What follows belongs to an exercise in optimizing a design on an open flow for small area and a short achievable clock period; a production flow would make more cautious choices.
In this exercise RTL edits were held to simulation tests only and were not proved equivalent to the original.

Setup of run A:
// DSP
module DSP(
input clk,
input rst,
input [15:0] dout,
output G2,
output [15:0] o
    );
reg [15:0] d0, d1, d2, d3, d4, d5, d6, d7;  
reg [18:0] sb;                              
reg [2:0]  co;                               
reg [3:0]  c;                               
reg [9:0]  q;                               
wire        old_ok = c[3];                  
wire [15:0] nd7    = ~(d7 & {16{old_ok}});    
wire [15:0] y;
wire rc1;
wire [5:0] ri1;
wire rc2;
wire [3:0] ri2;
wire rc3;
wire [2:0] rit;
wire [18:0] r;
wire ap_g0;
wire ap_p0;
wire ap_g1;
wire ap_p1;
wire ap_g2;
wire ap_p2;
wire ap_g3;
wire ap_p3;
wire ap_g4;
wire ap_p4;
wire ap_g5;
wire ap_p5;
wire ap_g6;
wire ap_p6;
wire ap_g7;
wire ap_p7;
wire ap_g8;
wire ap_p8;
wire ap_g9;
wire ap_p9;
wire ap_g10;
wire ap_p10;
wire ap_g11;
wire ap_p11;
wire ap_g12;
wire ap_p12;
wire ap_g13;
wire ap_p13;
wire ap_g14;
wire ap_p14;
wire ap_g15;
wire ap_p15;
wire ap_g16;
wire ap_p16;
wire ap_g17;
wire ap_p17;
wire ap_g18;
wire ap_p18;
wire ap_g0c;
wire ap_G1;
wire ap_G2;
wire ap_P2;
wire ap_G3;
wire ap_P3;
wire ap_G4;
wire ap_P4;
wire ap_G5;
wire ap_P5;
wire ap_G6;
wire ap_P6;
wire ap_G7;
wire ap_P7;
wire ap_G8;
wire ap_P8;
wire ap_G9;
wire ap_P9;
wire ap_G10;
wire ap_G11;
wire ap_G12;
wire ap_P12;
wire ap_G13;
wire ap_P13;
wire ap_G14;
wire ap_P14;
wire ap_G15;
wire ap_P15;
wire ap_G16;
wire ap_P16;
wire ap_G17;
wire ap_P17;
wire ap_G18;
wire ap_P18;
wire ap_G19;
wire ap_G20;
wire ap_G21;
wire ap_G22;
wire ap_G23;
wire ap_P23;
wire ap_G24;
wire ap_P24;
wire ap_G25;
wire ap_P25;
wire ap_G26;
wire ap_P26;
wire ap_G27;
wire ap_G28;
wire ap_G29;
wire ap_G30;
wire ap_G31;
wire ap_G32;
wire ap_G33;
wire ap_G34;
wire ap_G35;
wire ap_G36;
wire ap_G37;
wire ap_s0;
wire ap_s1;
wire ap_s2;
  ...
Settings: LEC_CHECK=0, CAP_MARGIN=20, CORE_MARGIN=2, CORE_UTILIZATION=40, CTS_BUF_LIST=sky130_fd_sc_hd__clkbuf_4 sky130_fd_sc_hd__clkbuf_8, SLEW_MARGIN=20; clock period 16.0 ns.
standard.sh (not shown) runs the stock make flow with config.mk's settings and CLKGATE_MAP_FILE= SYNTH_SCRIPT=/design/flow/synth_recipe.tcl, a recipe that flattens the netlist after the stock synthesis.
==> flow/flow/run.sh <==
#!/bin/bash
# Standard layout (bash standard.sh: the standard flow's own synthesis and ORFS steps), with
# two changes:
# - the port buffers are buf_2 cells instead of the default choice
#   (clkdlybuf4s50_1, a delay cell); every port is still buffered;
# - timing repair aims for 11.7 ns of setup slack at the design's clock period,
#   so the resizer speeds up the critical paths instead of stopping once the
#   16 ns period is met.
# The full output of the layout goes to standard.log.
set -euo pipefail
export BUFFER_PORTS_ARGS="-buffer_cell sky130_fd_sc_hd__buf_2"
export SETUP_SLACK_MARGIN=11.7
export CTS_ARGS="-sink_clustering_enable -repair_clock_nets -buf_list {sky130_fd_sc_hd__clkbuf_4 sky130_fd_sc_hd__clkbuf_8} -dont_use_dummy_load"
bash standard.sh > standard.log 2>&1
Run A | status: complete | timing, DRC, antenna: pass
#### Input delta (run B over run A)
diff --git a/flow/flow/run.sh b/flow/flow/run.sh
--- a/flow/flow/run.sh
+++ b/flow/flow/run.sh
@@ -13 +13 @@
-export CTS_ARGS="-sink_clustering_enable -repair_clock_nets -buf_list {sky130_fd_sc_hd__clkbuf_4 sky130_fd_sc_hd__clkbuf_8} -dont_use_dummy_load"
+export CTS_ARGS="-sink_clustering_enable -repair_clock_nets -buf_list {sky130_fd_sc_hd__clkbuf_4 sky130_fd_sc_hd__clkbuf_8} -dont_use_dummy_load -sink_clustering_size 30 -sink_buffer_max_cap_derate 0.5"
--- outcome ---
- Compared run B against run A.
- Run A → run B: sequential share of cell area did not really move, met1 layer wirelength in the final routing saw little to no change.
- For run B, the worst setup path endpoint was o[5], unlike run A, where it was co[0].
- Diff run A -> run B: depth of the critical timing path with buffers and inverters included went down 7; signed area change from the synthesized netlist to the final layout held.
- [compare] base=run A new=run B: final critical delay including setup and external delays grew by 0.023 ns, final routed DRC violation total held steady.
Input changes introduced in run C (baseline for comparison: run B):
# run B
export LEC_CHECK = 0
export CAP_MARGIN = 20
export CORE_MARGIN = 2
export CORE_UTILIZATION = 40
export CTS_BUF_LIST = sky130_fd_sc_hd__clkbuf_4 sky130_fd_sc_hd__clkbuf_8
export SLEW_MARGIN = 20
create_clock -name core_clock -period 16.0 [get_ports {clk}]
# run C
export LEC_CHECK = 0
export CAP_MARGIN = 20
export CORE_MARGIN = 2
export CORE_UTILIZATION = 40
export CTS_BUF_LIST = sky130_fd_sc_hd__clkbuf_4 sky130_fd_sc_hd__clkbuf_8
export CTS_CLUSTER_SIZE = 30
export SLEW_MARGIN = 20
create_clock -name core_clock -period 16.0 [get_ports {clk}]
diff --git a/flow/flow/run.sh b/flow/flow/run.sh
--- a/flow/flow/run.sh
+++ b/flow/flow/run.sh
@@ -13 +12,0 @@
-export CTS_ARGS="-sink_clustering_enable -repair_clock_nets -buf_list {sky130_fd_sc_hd__clkbuf_4 sky130_fd_sc_hd__clkbuf_8} -dont_use_dummy_load -sink_clustering_size 30 -sink_buffer_max_cap_derate 0.5"
### Flow results
Cell with the largest stage delay on the worst path: fa_2 -> run C, dfxtp_2 -> run B
From run C to run B, number of design rule violations left after detail routing did not move at all.
Non-clock buffer count (run C / run B): 0.943
| via count | run C vs run B | worse |
Run comparison: run B timing startpoint of the critical path q[5]; run C timing startpoint of the critical path dout[0]
Run C ended up with more standard cells than run B.
Run C against run B: routability-driven placement congestion ratio has remained practically unchanged; worst path setup slack after routing has increased; utilization has increased.
On global-route usage over all layers, run B tracks run C almost exactly.

-- static timing again, ports no longer ideal --
In the flow no input, the clock included, has a driving cell. The finished layouts below were timed again as built, in two steps.
Step 1 sets driving cells, clkbuf_16 on the clock port and buf_2 on the other inputs (assumed; they add their load-dependent delay and slew).
Step 2 times the ports against the registers' clock, not the clock port: input delays grow and output delays shrink by t, the midpoint of the rising clock arrivals with the driver on.
Three values: ideal ports, drivers, drivers and shift; two values: the first two.
run	shift t [ns]	slack for setup (ns)	slew at the worst register clock pin (ns)
run A	0.471	11.802 / 11.819 / 11.349	0.08 / 0.08
run B	0.609	11.779 / 11.745 / 11.349	0.08 / 0.08
run C	0.477	11.815 / 11.831 / 11.354	0.08 / 0.08
After both steps setup and hold are still met in every run listed. The setup slack of run C, which loses most, moves by +0.016 ns with the drivers and by -0.461 ns with both steps.
